Source: an optimization exercise on an open RTL-to-GDS flow (aim: small area, a short achievable clock period and few clock cycles). Production flows keep margins and buffers that such runs may drop.
Only simulation tests tie the RTL to the original design; equivalence was not proved.
Power is estimated from default activity; no workload was simulated.

### flow/design.v
`timescale 1ns / 1ps
module processor(clk,rst,ld,kernel,o_img_re,o_img_addr,i_img_data,
                 o_out_we,o_out_addr,o_out_data,o_complete);
input clk,rst,ld;
input [143:0] kernel;
output o_img_re;
output [16:0] o_img_addr;
input [7:0] i_img_data;
output o_out_we;
output [15:0] o_out_addr;
output [7:0] o_out_data;
output o_complete;
wire pc_ctrl_sig;
wire [31:0] new_pc,o_pc,o_instr;
wire [36:0] WB_DATA;
wire wb_en;
wire [2:0] o_ctrl_alu;
wire o_bse,o_rd_ctrl,o_en;
wire [5:0] o_funct;
wire [4:0] o_shift_amt;
wire [31:0] o_a,o_b,o_b_ex,o_se,o_aluout_ex,o_mem_data,o_aluout_mem;
wire [4:0] o_rd,o_rd_ex,o_rd_mem;
wire [2:0] o_ctrl_mux,o_ctrl_mux_ex;
wire complete;
assign o_complete = complete;
IF    instruction_fetch(clk,rst,ld,kernel,new_pc,pc_ctrl_sig,o_pc,o_instr,complete);
ID    instruction_decode(clk,rst,ld,wb_en,WB_DATA[36:32],WB_DATA[31:0],o_pc,o_instr,o_ctrl_alu,o_bse,o_funct,o_shift_amt,o_a,o_b,o_se,o_rd,o_ctrl_mux,new_pc,pc_ctrl_sig);
EX    execute(clk,rst,ld,o_ctrl_alu,o_bse,o_funct,o_shift_amt,o_a,o_b,o_se,o_rd,o_ctrl_mux,o_ctrl_mux_ex,o_aluout_ex,o_b_ex,o_rd_ex);
ME    memory (clk,rst,ld,o_ctrl_mux_ex,o_aluout_ex,o_rd_ex,o_img_re,o_img_addr,i_img_data,o_rd_ctrl,o_en,o_mem_data,o_aluout_mem,o_rd_mem);
MW    mem_write(o_ctrl_mux_ex,o_aluout_ex,o_b_ex,complete,o_out_we,o_out_addr,o_out_data);
WB    wirte_back(o_rd_ctrl,o_en,o_mem_data,o_aluout_mem,o_rd_mem,WB_DATA,wb_en);
endmodule
`timescale 1ns / 1ps
module p_c(clk,rst,ld,run,ppc,npc);
input clk,rst,ld,run;
input [31:0] ppc;
output reg [31:0] npc;
always @(posedge clk) begin
        if(rst | ld)
            npc <= 0;
        else if(run)
            npc <= ppc;
end
endmodule
module IRAM(mul_1,mul_2,mul_3,mul_4,mul_5,mul_6,mul_7,mul_8,mul_9,pc,instr);
input [15:0] mul_1,mul_2,mul_3,mul_4,mul_5,mul_6,mul_7,mul_8,mul_9;
input [31:0] pc;
output reg [31:0] instr;
localparam AAD   = 6'b000001,
           AADI  = 6'b000010,
           MULI  = 6'b000011,
           SUBI  = 6'b000100,
           BEQ   = 6'b000101,
           JUMP  = 6'b000110,
           STORE = 6'b000111,
           LOAD  = 6'b001000,
           NOOP  = 6'b001001;
localparam REG_0  = 5'b00000,
           REG_1  = 5'b00001,
           REG_2  = 5'b00010,
           REG_3  = 5'b00011,
           REG_4  = 5'b00100,
           REG_5  = 5'b00101,
           REG_6  = 5'b00110,
           REG_7  = 5'b00111,
           REG_8  = 5'b01000,
           REG_9  = 5'b01001,
           REG_10 = 5'b01010,
           REG_11 = 5'b01011,
           REG_12 = 5'b01100,
           REG_13 = 5'b01101,
           REG_14 = 5'b01110,
           REG_15 = 5'b01111,
           REG_16 = 5'b10000,
           REG_17 = 5'b10001,
           REG_18 = 5'b10010,
           REG_19 = 5'b10011,
           REG_20 = 5'b10100,
           REG_21 = 5'b10101,
           REG_22 = 5'b10110,
           REG_23 = 5'b10111,
           REG_24 = 5'b11000,
           REG_25 = 5'b11001,
           REG_26 = 5'b11010,
           REG_27 = 5'b11011,
           REG_28 = 5'b11100,
           REG_29 = 5'b11101,
           REG_30 = 5'b11110,
           REG_31 = 5'b11111;
always @(*) begin
            instr = {NOOP,REG_0 ,REG_0 ,16'b0000_0000_0000_0000};
            case (pc[31:2])
                0 : instr = {AADI,REG_0,REG_1,16'b0000_0000_0000_0000};      
                1 : instr = {AADI,REG_0,REG_2,16'b0000_0000_0000_0000};      
                2 : instr = {AADI,REG_0,REG_3,16'b0000_0000_0000_0000};      
                3 : instr = {AADI,REG_0,REG_4,16'b0000_0000_0000_0000};      
                4 : instr = {AADI,REG_0,REG_5,16'b0000_0000_0000_0000};      
                5 : instr = {AADI,REG_0,REG_6,16'b0000_0000_0000_0000};      
                6 : instr = {AADI,REG_0,REG_7,16'b0000_0000_0000_0000};      
                7 : instr = {AADI,REG_0,REG_8,16'b0000_0000_0000_0000};      
                8 : instr = {AADI,REG_0,REG_9,16'b0000_0000_0000_0000};      
                9 : instr = {AADI,REG_0,REG_10,16'b0000_0000_0000_0000};      
               10 : instr = {AADI,REG_0,REG_25,16'b0000_0000_0000_0000};      
               11 : instr = {AADI,REG_0,REG_26,16'b0000_0001_0000_0000};      
               12 : instr = {AADI,REG_0,REG_27,16'b0000_0000_0000_0000};      
               13 : instr = {AADI,REG_0,REG_28,16'b0000_0000_0000_0000};      
               14 : instr = {AADI,REG_0,REG_29,16'b0000_0000_0000_0000};      
               15 : instr = {AADI,REG_0,REG_30,16'b0000_0000_0000_0000};      
               16 : instr = {AADI,REG_0,REG_31,16'b0000_0000_0000_0000};      
               17 : instr = {NOOP,REG_0 ,REG_0 ,16'b0000_0000_0000_0000};      
               18 : instr = {NOOP,REG_0 ,REG_0 ,16'b0000_0000_0000_0000};      
               19 : instr = {NOOP,REG_0 ,REG_0 ,16'b0000_0000_0000_0000};      
               20 : instr = {NOOP,REG_0 ,REG_0 ,16'b0000_0000_0000_0000};      
               21 : instr = {NOOP,REG_0 ,REG_0 ,16'b0000_0000_0000_0000};      
               22 : instr = {MULI,REG_30,REG_29,16'b0000_0001_0000_0010};      
               23 : instr = {NOOP,REG_0 ,REG_0 ,16'b0000_0000_0000_0000};      
               24 : instr = {NOOP,REG_0 ,REG_0 ,16'b0000_0000_0000_0000};      
               25 : instr = {NOOP,REG_0 ,REG_0 ,16'b0000_0000_0000_0000};      
               26 : instr = {NOOP,REG_0 ,REG_0 ,16'b0000_0000_0000_0000};      
               27 : instr = {NOOP,REG_0 ,REG_0 ,16'b0000_0000_0000_0000};      
               28 : instr = {AAD ,REG_29,REG_31,REG_29,5'b00000,6'b000000};    
               29 : instr = {NOOP,REG_0 ,REG_0 ,16'b0000_0000_0000_0000};      
               30 : instr = {NOOP,REG_0 ,REG_0 ,16'b0000_0000_0000_0000};      
               31 : instr = {NOOP,REG_0 ,REG_0 ,16'b0000_0000_0000_0000};      
               32 : instr = {NOOP,REG_0 ,REG_0 ,16'b0000_0000_0000_0000};      
               33 : instr = {NOOP,REG_0 ,REG_0 ,16'b0000_0000_0000_0000};      
               34 : instr = {AADI,REG_29,REG_28,16'b0000_0001_0000_0010};      
               35 : instr = {AADI,REG_29,REG_27,16'b0000_0010_0000_0100};      
               36 : instr = {LOAD,REG_29,REG_1,16'b0000_0000_0000_0000};       
               37 : instr = {LOAD,REG_29,REG_2,16'b0000_0000_0000_0001};       
               38 : instr = {LOAD,REG_29,REG_3,16'b0000_0000_0000_0010};       
               39 : instr = {LOAD,REG_28,REG_4,16'b0000_0000_0000_0000};       
               40 : instr = {LOAD,REG_28,REG_5,16'b0000_0000_0000_0001};       
               41 : instr = {LOAD,REG_28,REG_6,16'b0000_0000_0000_0010};       
               42 : instr = {LOAD,REG_27,REG_7,16'b0000_0000_0000_0000};       
               43 : instr = {LOAD,REG_27,REG_8,16'b0000_0000_0000_0001};       
               44 : instr = {LOAD,REG_27,REG_9,16'b0000_0000_0000_0010};       
               45 : instr = {MULI,REG_1 ,REG_1,mul_1};                         
               46 : instr = {MULI,REG_2 ,REG_2,mul_2};                         
               47 : instr = {MULI,REG_3 ,REG_3,mul_3};                         
               48 : instr = {MULI,REG_4 ,REG_4,mul_4};                         
               49 : instr = {MULI,REG_5 ,REG_5,mul_5};                         
               50 : instr = {MULI,REG_6 ,REG_6,mul_6};                         
               51 : instr = {MULI,REG_7 ,REG_7,mul_7};                         
               52 : instr = {MULI,REG_8 ,REG_8,mul_8};                         
               53 : instr = {MULI,REG_9 ,REG_9,mul_9};                         
               54 : instr = {AAD ,REG_1 ,REG_2 ,REG_2 ,5'b00000,6'b000000};    
               55 : instr = {AAD ,REG_3 ,REG_4 ,REG_4 ,5'b00000,6'b000000};    
               56 : instr = {AAD ,REG_5 ,REG_6 ,REG_6 ,5'b00000,6'b000000};    
               57 : instr = {AAD ,REG_7 ,REG_8 ,REG_8 ,5'b00000,6'b000000};    
               58 : instr = {NOOP,REG_0 ,REG_0 ,16'b0000_0000_0000_0000};      
               59 : instr = {AAD ,REG_2 ,REG_9 ,REG_2 ,5'b00000,6'b000000};    
               60 : instr = {AAD ,REG_4 ,REG_6 ,REG_4 ,5'b00000,6'b000000};    
               61 : instr = {NOOP,REG_0 ,REG_0 ,16'b0000_0000_0000_0000};      
               62 : instr = {NOOP,REG_0 ,REG_0 ,16'b0000_0000_0000_0000};      
               63 : instr = {NOOP,REG_0 ,REG_0 ,16'b0000_0000_0000_0000};      
               64 : instr = {AAD ,REG_2 ,REG_8 ,REG_2 ,5'b00000,6'b000000};    
               65 : instr = {NOOP,REG_0 ,REG_0 ,16'b0000_0000_0000_0000};      
               66 : instr = {NOOP,REG_0 ,REG_0 ,16'b0000_0000_0000_0000};      
               67 : instr = {NOOP,REG_0 ,REG_0 ,16'b0000_0000_0000_0000};      
               68 : instr = {NOOP,REG_0 ,REG_0 ,16'b0000_0000_0000_0000};      
               69 : instr = {AAD ,REG_4 ,REG_2 ,REG_10 ,5'b00000,6'b000000};    
               70 : instr = {AADI ,REG_31 ,REG_31,16'b0000_0000_0000_0001};    
               71 : instr = {NOOP,REG_0 ,REG_0 ,16'b0000_0000_0000_0000};      
               72 : instr = {NOOP,REG_0 ,REG_0 ,16'b0000_0000_0000_0000};      
               73 : instr = {NOOP,REG_0 ,REG_0 ,16'b0000_0000_0000_0000};      
               74 : instr = {STORE,REG_25,REG_10 ,16'b0000_0000_0000_0000};    
               75 : instr = {AADI ,REG_25 ,REG_25,16'b0000_0000_0000_0001};    
               76 : instr = {BEQ  ,REG_31 ,REG_26,16'b0000_0000_0000_0011};    
               77 : instr = {NOOP,REG_0 ,REG_0 ,16'b0000_0000_0000_0000};      
               78 : instr = {NOOP,REG_0 ,REG_0 ,16'b0000_0000_0000_0000};      
               79 : instr = {JUMP , 26'b00_0000_0000_0000_0000_0001_0101};  
               80 : instr = {NOOP,REG_0 ,REG_0 ,16'b0000_0000_0000_0000};      
               81 : instr = {AADI ,REG_0 ,REG_31 ,16'b0000_0000_0000_0000};    
               82 : instr = {AADI ,REG_30 ,REG_30,16'b0000_0000_0000_0001};    
               83 : instr = {NOOP,REG_0 ,REG_0 ,16'b0000_0000_0000_0000};      
               84 : instr = {NOOP,REG_0 ,REG_0 ,16'b0000_0000_0000_0000};      
               85 : instr = {NOOP,REG_0 ,REG_0 ,16'b0000_0000_0000_0000};      
               86 : instr = {NOOP,REG_0 ,REG_0 ,16'b0000_0000_0000_0000};      
               87 : instr = {BEQ  ,REG_30 ,REG_26,16'b0000_0000_0000_0011};    
               88 : instr = {NOOP,REG_0 ,REG_0 ,16'b0000_0000_0000_0000};      
               89 : instr = {JUMP , 26'b00_0000_0000_0000_0000_0001_0101};  
               90 : instr = {NOOP,REG_0 ,REG_0 ,16'b0000_0000_0000_0000};      
               91 : instr = {NOOP,REG_0 ,REG_0 ,16'b0000_0000_0000_0000};      
               default : instr = {NOOP,REG_0 ,REG_0 ,16'b0000_0000_0000_0000};
            endcase
end
endmodule
module inc_pc(ppc,npc);
input  [31:0] ppc;
output [31:0] npc;
assign npc = ppc + 4;
endmodule
module if_mux(c_sig,inc_pc,jump_addr,pc);
input c_sig;
input [31:0] inc_pc;
input [31:0] jump_addr;
output reg [31:0] pc;
always @(*) begin
       case(c_sig)
             0 : pc = inc_pc;
             1 : pc = jump_addr;
             default : pc = inc_pc;
       endcase
end
endmodule
module IF(clk,rst,ld,kernel,new_pc,pc_ctrl_sig,o_pc,o_instr,comp);
input clk,rst,ld;
input [143:0] kernel;
input [31:0] new_pc;
input pc_ctrl_sig;
output reg [31:0] o_pc,o_instr;
output comp;
localparam NOOP_INSTR = {6'b001001,26'b0};
wire [31:0] ppc,npc,incre_pc;
wire [31:0] instr;
reg complete;
reg run;
reg [15:0] k1,k2,k3,k4,k5,k6,k7,k8,k9;
assign comp = complete;
always @(posedge clk) begin
      if(ld) begin
          k1 <= kernel[15:0];
          k2 <= kernel[31:16];
          k3 <= kernel[47:32];
          k4 <= kernel[63:48];
          k5 <= kernel[79:64];
          k6 <= kernel[95:80];
          k7 <= kernel[111:96];
          k8 <= kernel[127:112];
          k9 <= kernel[143:128];
      end
end
wire at_end = (npc[31:2] == 92);
always @(posedge clk) begin
      if(rst) begin
          run <= 0;
          complete <= 0;
      end
      else if(ld) begin
          run <= 1;
          complete <= 0;
      end
      else if(run & at_end) begin
          run <= 0;
          complete <= 1;
      end
end
p_c    pc(clk,rst,ld,run & ~at_end,ppc,npc);
IRAM   iram(k1,k2,k3,k4,k5,k6,k7,k8,k9,npc,instr);
inc_pc increment_pc(npc,incre_pc);
if_mux IF_mucx(pc_ctrl_sig,incre_pc,new_pc,ppc);
always @(posedge clk) begin
      if(rst | ld) begin
          o_pc <= 0;
          o_instr <= NOOP_INSTR;
      end
      else begin
          o_pc <= incre_pc;
          o_instr <= (run & ~at_end) ? instr : NOOP_INSTR;
      end
end
endmodule
`timescale 1ns / 1ps
module control_unit(opcode,c_sig);
input [5:0] opcode;
output reg [10:0]c_sig;
always @(*) begin
       case(opcode)
           1 : c_sig = 11'b0_0_0_0_0_000_0_0_1;  
           2 : c_sig = 11'b0_1_0_0_1_001_0_0_1;  
           3 : c_sig = 11'b0_1_0_0_1_010_0_0_1;  
           4 : c_sig = 11'b0_1_0_0_1_011_0_0_1;  
           5 : c_sig = 11'b1_0_1_0_0_111_0_0_0;  
           6 : c_sig = 11'b1_0_0_1_0_111_0_0_0;  
           7 : c_sig = 11'b0_1_0_0_1_001_0_1_0;  
           8 : c_sig = 11'b0_1_0_0_1_001_1_0_1;  
           default : c_sig = 11'b0_0_0_0_0_111_0_0_0;  
       endcase
end
endmodule
module sign_extend(in_1,out);
input [15:0] in_1;
output reg [31:0] out;
wire s_bit = in_1[15];
always @(*) begin
       out = {s_bit,{16{1'b0}},in_1[14:0]};
end
endmodule
module branch_npc_add(in_1,in_2,out);
input [31:0] in_1,in_2;
output reg [31:0] out;
always @(*) begin
     if(in_1[31] == in_2[31]) begin
           out[30:0] =   in_1[30:0] + in_2[30:0];
           out[31] = in_1[31];
     end
     else begin
          if(in_1[30:0] > in_2[30:0]) begin
                out[30:0] =   in_1[30:0] - in_2[30:0];
                out[31] = in_1[31];
          end
          else begin
                out[30:0] =   in_2[30:0] - in_1[30:0];
                out[31] = in_2[31];
          end
     end
end
endmodule
module regbank(clk,rs,rt,we,rd,i_data,a,b,comp_sig);
input clk;
input [4:0] rs,rt,rd;
input we;
input [31:0] i_data;
output reg [31:0] a,b;
output comp_sig;
reg [31:0] regs [0:31];
function exists;
input [4:0] n;
begin
      exists = (n >= 1 && n <= 10) || (n >= 25);
end
endfunction
always @(posedge clk) begin
      if(we && exists(rd))
            regs[rd] <= i_data;
end
always @(*) begin
      if(!exists(rs))
            a = 0;
      else if(we && rd == rs)
            a = i_data;
      else
            a = regs[rs];
      if(!exists(rt))
            b = 0;
      else if(we && rd == rt)
            b = i_data;
      else
            b = regs[rt];
end
assign comp_sig = (a == b);
endmodule
module ID(clk,rst,ld,i_we,i_rd,wb,i_pc,i_instr,o_ctrl_alu,o_bse,o_funct,o_shift_amt,o_a,o_b,o_se,o_rd,o_ctrl_mux,new_pc,pc_ctrl_sig);
input clk,rst,ld;
input i_we;
input [4:0]  i_rd;
input [31:0] wb;
input [31:0] i_pc,i_instr;
output reg [2:0] o_ctrl_alu;
output reg o_bse;
output reg [5:0] o_funct;
output reg [4:0] o_shift_amt;
output reg [31:0] o_a,o_b,o_se;
output reg [4:0] o_rd;
output reg [2:0] o_ctrl_mux;
output [31:0] new_pc;
output pc_ctrl_sig;
wire [10:0] c_sig;
wire [31:0] a,b,se,npc_se,npc_branch;
wire [4:0] rd;
wire comp_sig;
control_unit      cu(i_instr[31:26],c_sig);
regbank           reg_bank(clk,i_instr[25:21],i_instr[20:16],i_we,i_rd,wb,a,b,comp_sig);
sign_extend       sig_ext(i_instr[15:0],se);
assign rd = c_sig[9] ?  i_instr[20:16] : i_instr[15:11];
branch_npc_add bna({i_instr[15],{14{1'b0}},i_instr[14:0],2'b00},i_pc[31:0],npc_se);
assign npc_branch = (c_sig[8]&comp_sig) ? npc_se : i_pc[31:0];
assign new_pc = c_sig[7] ? {i_pc[31:28],i_instr[25:0],2'b00} : npc_branch;
assign pc_ctrl_sig = c_sig[10];
always @(posedge clk) begin
    o_ctrl_alu <= c_sig[5:3];
    o_bse <= c_sig[6];
    o_funct <= i_instr[5:0];
    o_shift_amt <= i_instr[10:6];
    o_a <= a;
    o_b <= b;
    o_se <= se;
    o_rd <= rd;
    if(rst | ld)
        o_ctrl_mux <= 3'b000;
    else
        o_ctrl_mux <= {c_sig[2],c_sig[1],c_sig[0]};
end
endmodule
`timescale 1ns / 1ps
module ctrl_alu(c_sig,i_func,i_shift_amt,func,shift_amt);
input [2:0]c_sig;
input [5:0] i_func;
input [4:0] i_shift_amt;
output reg [5:0] func;
output reg [4:0] shift_amt;
always @(*) begin
     shift_amt = i_shift_amt;
     case(c_sig)
          0 : func = i_func;       
          1 : func = 6'b0;         
          2 : func = 6'b000011;    
          3 : func = 6'b000001;    
          default : func = 6'b0;
     endcase
end
endmodule
module alu(func,shiftamt,a,b,o_data);
input [5:0] func;
input [4:0] shiftamt;
input [31:0] a,b;
output reg [31:0] o_data;
always @(*) begin
              o_data = 0;
              case(func)
                   0 : begin
                        if(a[31] == b[31]) begin
                             o_data[30:0] =   a[30:0] + b[30:0];
                             o_data[31] = a[31];
                        end
                       else begin
                            if(a[30:0] > b[30:0]) begin
                                  o_data[30:0] =   a[30:0] - b[30:0];
                                  o_data[31] =     a[31];
                            end
                       else begin
                                  o_data[30:0] =   b[30:0] - a[30:0];
                                  o_data[31] = b[31];
                       end
                  end
                   end
                   1 : o_data = a - b;
                   3 : begin
                         o_data[31]  = a[31]^b[31];
                         o_data[30:0]= a[30:0] * b[30:0];
                   end
                   4 : o_data = b >> shiftamt;
                   5 : o_data = b << shiftamt;
                   6 : o_data = a >> shiftamt;
                   7 : o_data = a << shiftamt;
                   default : o_data = 0;
              endcase
end
endmodule
module EX(clk,rst,ld,i_c_sig,i_bse,i_funct,i_shift_amt,i_a,i_b,i_se,i_rd,i_ctrl_mux,o_ctrl_mux,o_aluout,o_b,o_rd);
input clk,rst,ld;
input [2:0] i_c_sig;
input i_bse;
input [5:0] i_funct;
input [4:0] i_shift_amt;
input [31:0] i_a,i_b,i_se;
input [4:0] i_rd;
input [2:0] i_ctrl_mux;
output reg [2:0]  o_ctrl_mux;
output reg [31:0] o_aluout,o_b;
output reg [4:0]  o_rd;
wire [5:0] func;
wire [4:0] shift_amt;
wire [31:0] b_se,aluout;
ctrl_alu control_alu(i_c_sig,i_funct,i_shift_amt,func,shift_amt);
alu      ALU(func,shift_amt,i_a,b_se,aluout);
assign b_se = i_bse ? i_se : i_b;
always @(posedge clk) begin
      o_aluout   <= aluout;
      o_b        <= i_b;
      o_rd       <= i_rd;
      if(rst | ld)
            o_ctrl_mux <= 3'b000;
      else
            o_ctrl_mux <= i_ctrl_mux;
end
endmodule
`timescale 1ns / 1ps
module ME(clk,rst,ld,i_ctrl_mux_ex,i_aluout_ex,i_rd_ex,o_img_re,o_img_addr,i_img_data,o_rd_ctrl,o_en,o_mem_data,o_aluout_mem,o_rd_mem);
input clk,rst,ld;
input [2:0]  i_ctrl_mux_ex;
input [31:0] i_aluout_ex;
input [4:0]  i_rd_ex;
output o_img_re;
output [16:0] o_img_addr;
input [7:0] i_img_data;
output reg o_rd_ctrl,o_en;
output reg [31:0] o_mem_data,o_aluout_mem;
output reg [4:0] o_rd_mem;
assign o_img_re   = (i_ctrl_mux_ex[2:1] == 2);
assign o_img_addr = i_aluout_ex[16:0];
always @(posedge clk) begin
       o_rd_ctrl <= i_ctrl_mux_ex[2];
       if(rst | ld)
             o_en <= 1'b0;
       else
             o_en <= i_ctrl_mux_ex[0];
       o_mem_data <= {24'b0,i_img_data};
       o_aluout_mem <= i_aluout_ex;
       o_rd_mem <= i_rd_ex;
end
endmodule
module MW(i_ctrl_mux_ex,i_aluout_ex,i_b_ex,complete,o_we,o_addr,o_data);
input [2:0]  i_ctrl_mux_ex;
input [31:0] i_aluout_ex,i_b_ex;
input complete;
output o_we;
output [15:0] o_addr;
output reg [7:0] o_data;
assign o_we   = (i_ctrl_mux_ex[2:1] == 1) & ~complete;
assign o_addr = i_aluout_ex[15:0];
always @(*) begin
          if(i_b_ex[31] == 1)
              o_data = 8'b00000000;
          else if(i_b_ex >= 255)
              o_data = 8'b11111111;
          else
              o_data = i_b_ex[7:0];
end
endmodule
`timescale 1ns / 1ps
module WB(i_rd_ctrl,i_en,i_mem_data,i_aluout_mem,i_rd_mem,WB_DATA,o_we);
input i_rd_ctrl,i_en;
input [31:0] i_mem_data,i_aluout_mem;
input [4:0] i_rd_mem;
output [36:0] WB_DATA;
output o_we;
wire [31:0] data = i_rd_ctrl ? i_mem_data : i_aluout_mem;
assign WB_DATA = {i_rd_mem,data};
assign o_we = i_en;
endmodule
### flow/run.sh
#!/bin/bash
# synth_recipe.tcl (not shown) runs the flow's synth.tcl, then flattens the netlist and writes it again
# the make line also repeats each setting of config.mk as NAME=value (left out here)
make -C /OpenROAD-flow-scripts/flow DESIGN_CONFIG=/design/flow/config.mk WORK_HOME=/design/flow/orfs CLKGATE_MAP_FILE= SYNTH_SCRIPT=/design/flow/synth_recipe.tcl finish
### flow/config.mk
export PLATFORM = sky130hd
export DESIGN_NAME = processor
export DESIGN_NICKNAME = processor
export VERILOG_FILES = /design/flow/design.v
export SDC_FILE = /design/flow/constraint.sdc
export NUM_CORES = 4
export LEC_CHECK = 0
export CAP_MARGIN = 20
export CORE_MARGIN = 2
export CORE_UTILIZATION = 40
export SLEW_MARGIN = 20
### flow/constraint.sdc
create_clock -name core_clock -period 11.0 [get_ports {clk}]
set_input_delay 2.2000 -clock core_clock [delete_from_list [all_inputs] [get_ports {clk}]]
set_output_delay 2.2000 -clock core_clock [all_outputs]
set_load 0.01 [all_outputs]
==> run notes <==
[flip-flops by register name, indices dropped and copies added, names as in the netlist, 7 cells and up]
register / count
execute.o_aluout: 32
execute.o_b: 32
instruction_decode.c_sig: 10
instruction_decode.o_a: 32
instruction_decode.o_b: 32
instruction_decode.o_se: 7
instruction_decode.reg_bank.regs: 1024
instruction_fetch.k1: 16
instruction_fetch.k2: 16
instruction_fetch.k3: 16
instruction_fetch.k4: 16
instruction_fetch.k5: 16
instruction_fetch.k6: 16
instruction_fetch.k7: 16
instruction_fetch.k8: 16
instruction_fetch.k9: 16
instruction_fetch.o_instr: 26
instruction_fetch.o_pc: 32
instruction_fetch.pc.npc: 32
memory.o_aluout_mem: 32
memory.o_mem_data: 8
[kinds of logic (layout without fill, tap and decap cells)]
group,after synthesis,in the layout,synth area share
AOI/OAI and AO/OA,1656,1656,0.117
other,1,494,0.0000401
adders and majority gates,647,647,0.117
buffers and inverters,1112,1278,0.0551
and+or+nand+nor,2066,2066,0.0999
muxes,839,839,0.149
xor gates and xnor gates,203,203,0.0190
DFF,1481,1481,0.442
[routing by layer]
layer  routed length [um]  global-route usage
met1               146000               0.410
met2               168000               0.479
met3                37900              0.0689
met4                29100               0.202
met5                   79                   0
[cells in the mapped netlist, drive strengths merged (255+ instances only)]
cell	instances
nand2	663
mux4	433
ha	262
clkbuf	338
o21ai	389
fa	385
buf	255
dfxtp	313
edfxtp	1168
a21oi	365
inv	491
nor2	722
mux2i	340
[through the flow]
| stage | instances | instance area [um^2] | setup WS, ns |
|---|---|---|---|
| 2_1_floorplan | 8484 | 95300 | 2.66 |
| 3_3_place_gp | 11385 | 100000 | 2.18 |
| 3_5_place_dp | 11386 | 100000 | 2.12 |
| 4_1_cts | 11692 | 106000 | 2.10 |
| 5_1_grt | 11696 | 106000 | 1.91 |
| 6_report | 11707 | 106000 | 2.05 |
[layout make-up]
type,instances,area [um^2]
Antenna cell,14,35.0
Inverter,519,1950
Clock inverter,87,1050
Multi-Input combinational cell,5891,49200
Tap cell,3043,3810
Sequential cell,1481,41400
Clock buffer,219,4470
Fill cell,21449,127000
Timing Repair Buffer,453,3950
[worst max-delay path, delay by kind of cell, from the launching register on]
family,cells,cell delay [ns]
muxes,2,0.46
adders and majority gates,10,5.05
DFF,1,0.65
AOI/OAI and AO/OA,4,1.11
buffers and inverters,4,1.17
and+or+nand+nor,2,0.38
[how the worst max path moves through the flow]
stage,from,end
after floorplan,instruction_decode.o_bse,execute.o_aluout[22]
after global placement,instruction_decode.o_bse,execute.o_aluout[29]
after detailed placement,instruction_decode.o_bse,execute.o_aluout[29]
after CTS,instruction_decode.o_bse,execute.o_aluout[29]
after global routing,instruction_decode.o_bse,execute.o_aluout[29]
final,instruction_decode.o_bse,execute.o_aluout[29]
[report_power, final]
group / internal, mW / total [mW] / switching, mW / leakage, nW
registers: 6.29 / 6.40 / 0.114 / 13.9
logic: 0.369 / 1.00 / 0.631 / 22.8
clock network: 3.23 / 5.65 / 2.43 / 2.66
==> run notes <==
Worst setup path:
- The signal on the critical path passes through mux2i_2, buf_4, clkinv_1, ha_1, fa_1, inv_1, fa_1, fa_1, fa_1, inv_1, fa_1, fa_1, fa_1, fa_1, ha_1, nor2_1, or2_2, a311oi_1, o21ai_0, a21boi_0, mux2i_1, a211o_1.
- The startpoint identified for the worst register-to-register timing path is instruction_decode.o_bse.
- The maximum fanout encountered on the critical timing path is 16.
- STA classifies the critical path endpoint as a register.
- The largest incremental delay on the critical path is 0.70 ns.
- The depth of the worst register-to-register path is 22.
- The capturing point of the worst reg2reg path is execute.o_aluout[29].
- The most used cell along the critical path is sky130_fd_sc_hd__fa_1.
- The worst setup path is launched from a register.
- The slowest stage of the critical path is the sky130_fd_sc_hd__clkinv_1 cell.
- The setup slack of the most critical reg-to-reg path is 2.05 ns.
- The worst setup path is of the register to register kind.
- Data arrives at the worst endpoint at 9.69 ns.
- The data required time of the worst path is 11.75 ns.

Global route:
- In the global route stage, overall resource usage came out at 0.316.
- The via count of the first global-routing pass is 71844.
- The number of antenna violations at the first check in global routing is 26.
- The first global-routing pass estimated 535000 um of wire.
- Entering global routing, the biggest net connects 108 pins.
- The total congestion overflow after global routing is 0.

Power:
- Across the VDD grid, the largest voltage drop is 151 uV.
- In this run the static leakage power is 39.4 nW.
- After layout, the design draws a total of 13.1 mW.
- Power spread over the standard cell area amounts to 123 nW/um^2.

STA:
- The max-slew violation count is 0.
- Summed over all failing endpoints, the final setup total negative slack is 0 ns.
- The highest clock frequency the design can meet is 112 MHz.
- Setup violations remaining at the end of the flow were counted as 0.
- For the pin with the worst max-slew slack, the measured transition is 1.24 ns.
- Setup repair after global routing left no endpoint under its margin.
- The number of hold violations in the final report came to 0.
- The post-route worst hold slack is 0.270 ns.
- The worst slew margin relative to its limit is 0.172.
- The maximum clock skew at final layout is 0.0751 ns.
- In the finished design, the share of the clock period the worst path needs comes to 0.813.
- The minimum clock period after layout is 8.95 ns.

Clocking:
- Once the clock tree was built, the setup fixing pass inserted 0 buffers.
- The number of sinks on the clock net is 1481.
- Counting the buffers created by CTS gives 165.
- The insertion delay of the later-clocked pin in the worst-skew pair is 0.85 ns.
- The post-cts hold buffer count is 0.
- Clock-pin slew was measured on the worst setup and hold paths at 0.06 ns.
- The longest clock path from root to sink contains 3 buffers.
- The TritonCTS clock tree is built.
- The cell at the root of the clock tree is sky130_fd_sc_hd__clkbuf_16.
- The H-tree was split into 4 levels.
- Gates resized during post-CTS repair numbered 0.

Final layout:
- The library cell used most frequently in the layout, excluding fill and tap cells, is sky130_fd_sc_hd__edfxtp_1.
- Relative to the synthesized area, the layout overhead comes to 13.2%.
- The core occupancy in the finished layout is 0.455.
- At the end of the flow, the number of nets in the layout was 9313.
- In the final layout, the share of cells above drive strength 1 is 0.131.
- In the layout the commonest cells are sky130_fd_sc_hd__edfxtp_1, sky130_fd_sc_hd__nor2_1, sky130_fd_sc_hd__nand2_1.

Routing:
- The final layout contains routed wiring with a total length of 381000 um.
- The average routed wire per standard cell is 32.6 um.
- After the first detailed-routing iteration, the DRC count stood at 9189.
- Summing over every cut layer, the via total after detailed routing is 72804.
- Using the TritonRoute via totals, the vias-per-cell ratio works out to 6.22.
- After detailed routing, the number of remaining DRC violations is 0.
- The post-detailed-route count of antenna-violating nets is 0.
- The pre-antenna-repair detailed-routing pass consisted of 8 iterations.

Floorplan:
- The placeable core region is 233000 um^2.
- From bottom edge to top edge, the die measures 488 um.
- For this design the top-level I/O count stands at 199.
- The die area is 238000 um^2.
- The overall die width is 488 um.
- The initial core utilization is 0.402.
- The placement row count is 177.

Status:
- The flow ran to the end and the layout has no timing, DRC or antenna violations.

Worst hold path:
- For hold timing, the worst endpoint is memory.o_rd_mem[3].
- The startpoint of the worst hold path is execute.o_rd[3].
- Along the worst hold path, the cell count comes to 0.
- The path class of the tightest hold or removal check is register to register.

Logic synthesis:
- The mapped netlist covers 93500 um^2.
- The largest area contributor in the netlist is sky130_fd_sc_hd__edfxtp_1.
- The synthesis warning total is 14.
- The share of flip-flops with an asynchronous set or reset after synthesis is 0.
- Among all flip-flop cells after synthesis, the most frequent one is sky130_fd_sc_hd__edfxtp_1.
- The share of the Yosys chip area taken by registers is 0.442.
- In the synthesized netlist, the number of instances is 8005.
- The post-synthesis register bit count is 1481.
- Of the post-synthesis cell area, the dominant cell type holds 0.375.
- The count of cell types in the netlist is 108.
- Sorting the synthesized cells by area gives the leading types as sky130_fd_sc_hd__edfxtp_1, sky130_fd_sc_hd__mux4_2, sky130_fd_sc_hd__fa_1.
- Counting flops with a built-in enable in the synthesized netlist gives 1168.
- A synthesized cell averages 11.7 um^2.

Placed design:
- The post-detailed-placement half-perimeter wirelength is 271000 um.
- The number of port buffers is 198.
- At the end of routability-driven placement, the weighted congestion stood at 1.07.

Flow run:
- Across the run, the number of max-cap violations was 0.
Testbench counts, summed over its fixed seeds: cycles 23,998,584.

## re-timing with driven ports
The results above use ideal ports. As a check the final layout listed here was re-extracted and re-timed, cells and wires unchanged.
Step 1 assumes that a clkbuf_16 drives the clock port and a buf_2 every other input.
Step 2 also shifts input and output timing later by t, the mid clock arrival at the registers, as if the neighbouring blocks saw the same clock.
Slacks: ideal / step 1 / step 2; pairs: ideal / step 1.
t, ns: 0.912
setup slack, ns: 2.055 / 2.055 / 2.055
worst hold slack (ns): 0.270 / 0.270 / 0.270
After both steps setup and hold are still met in this run. For this run, drivers alone change the setup slack by 0.000 ns; drivers and shift together by 0.000 ns.
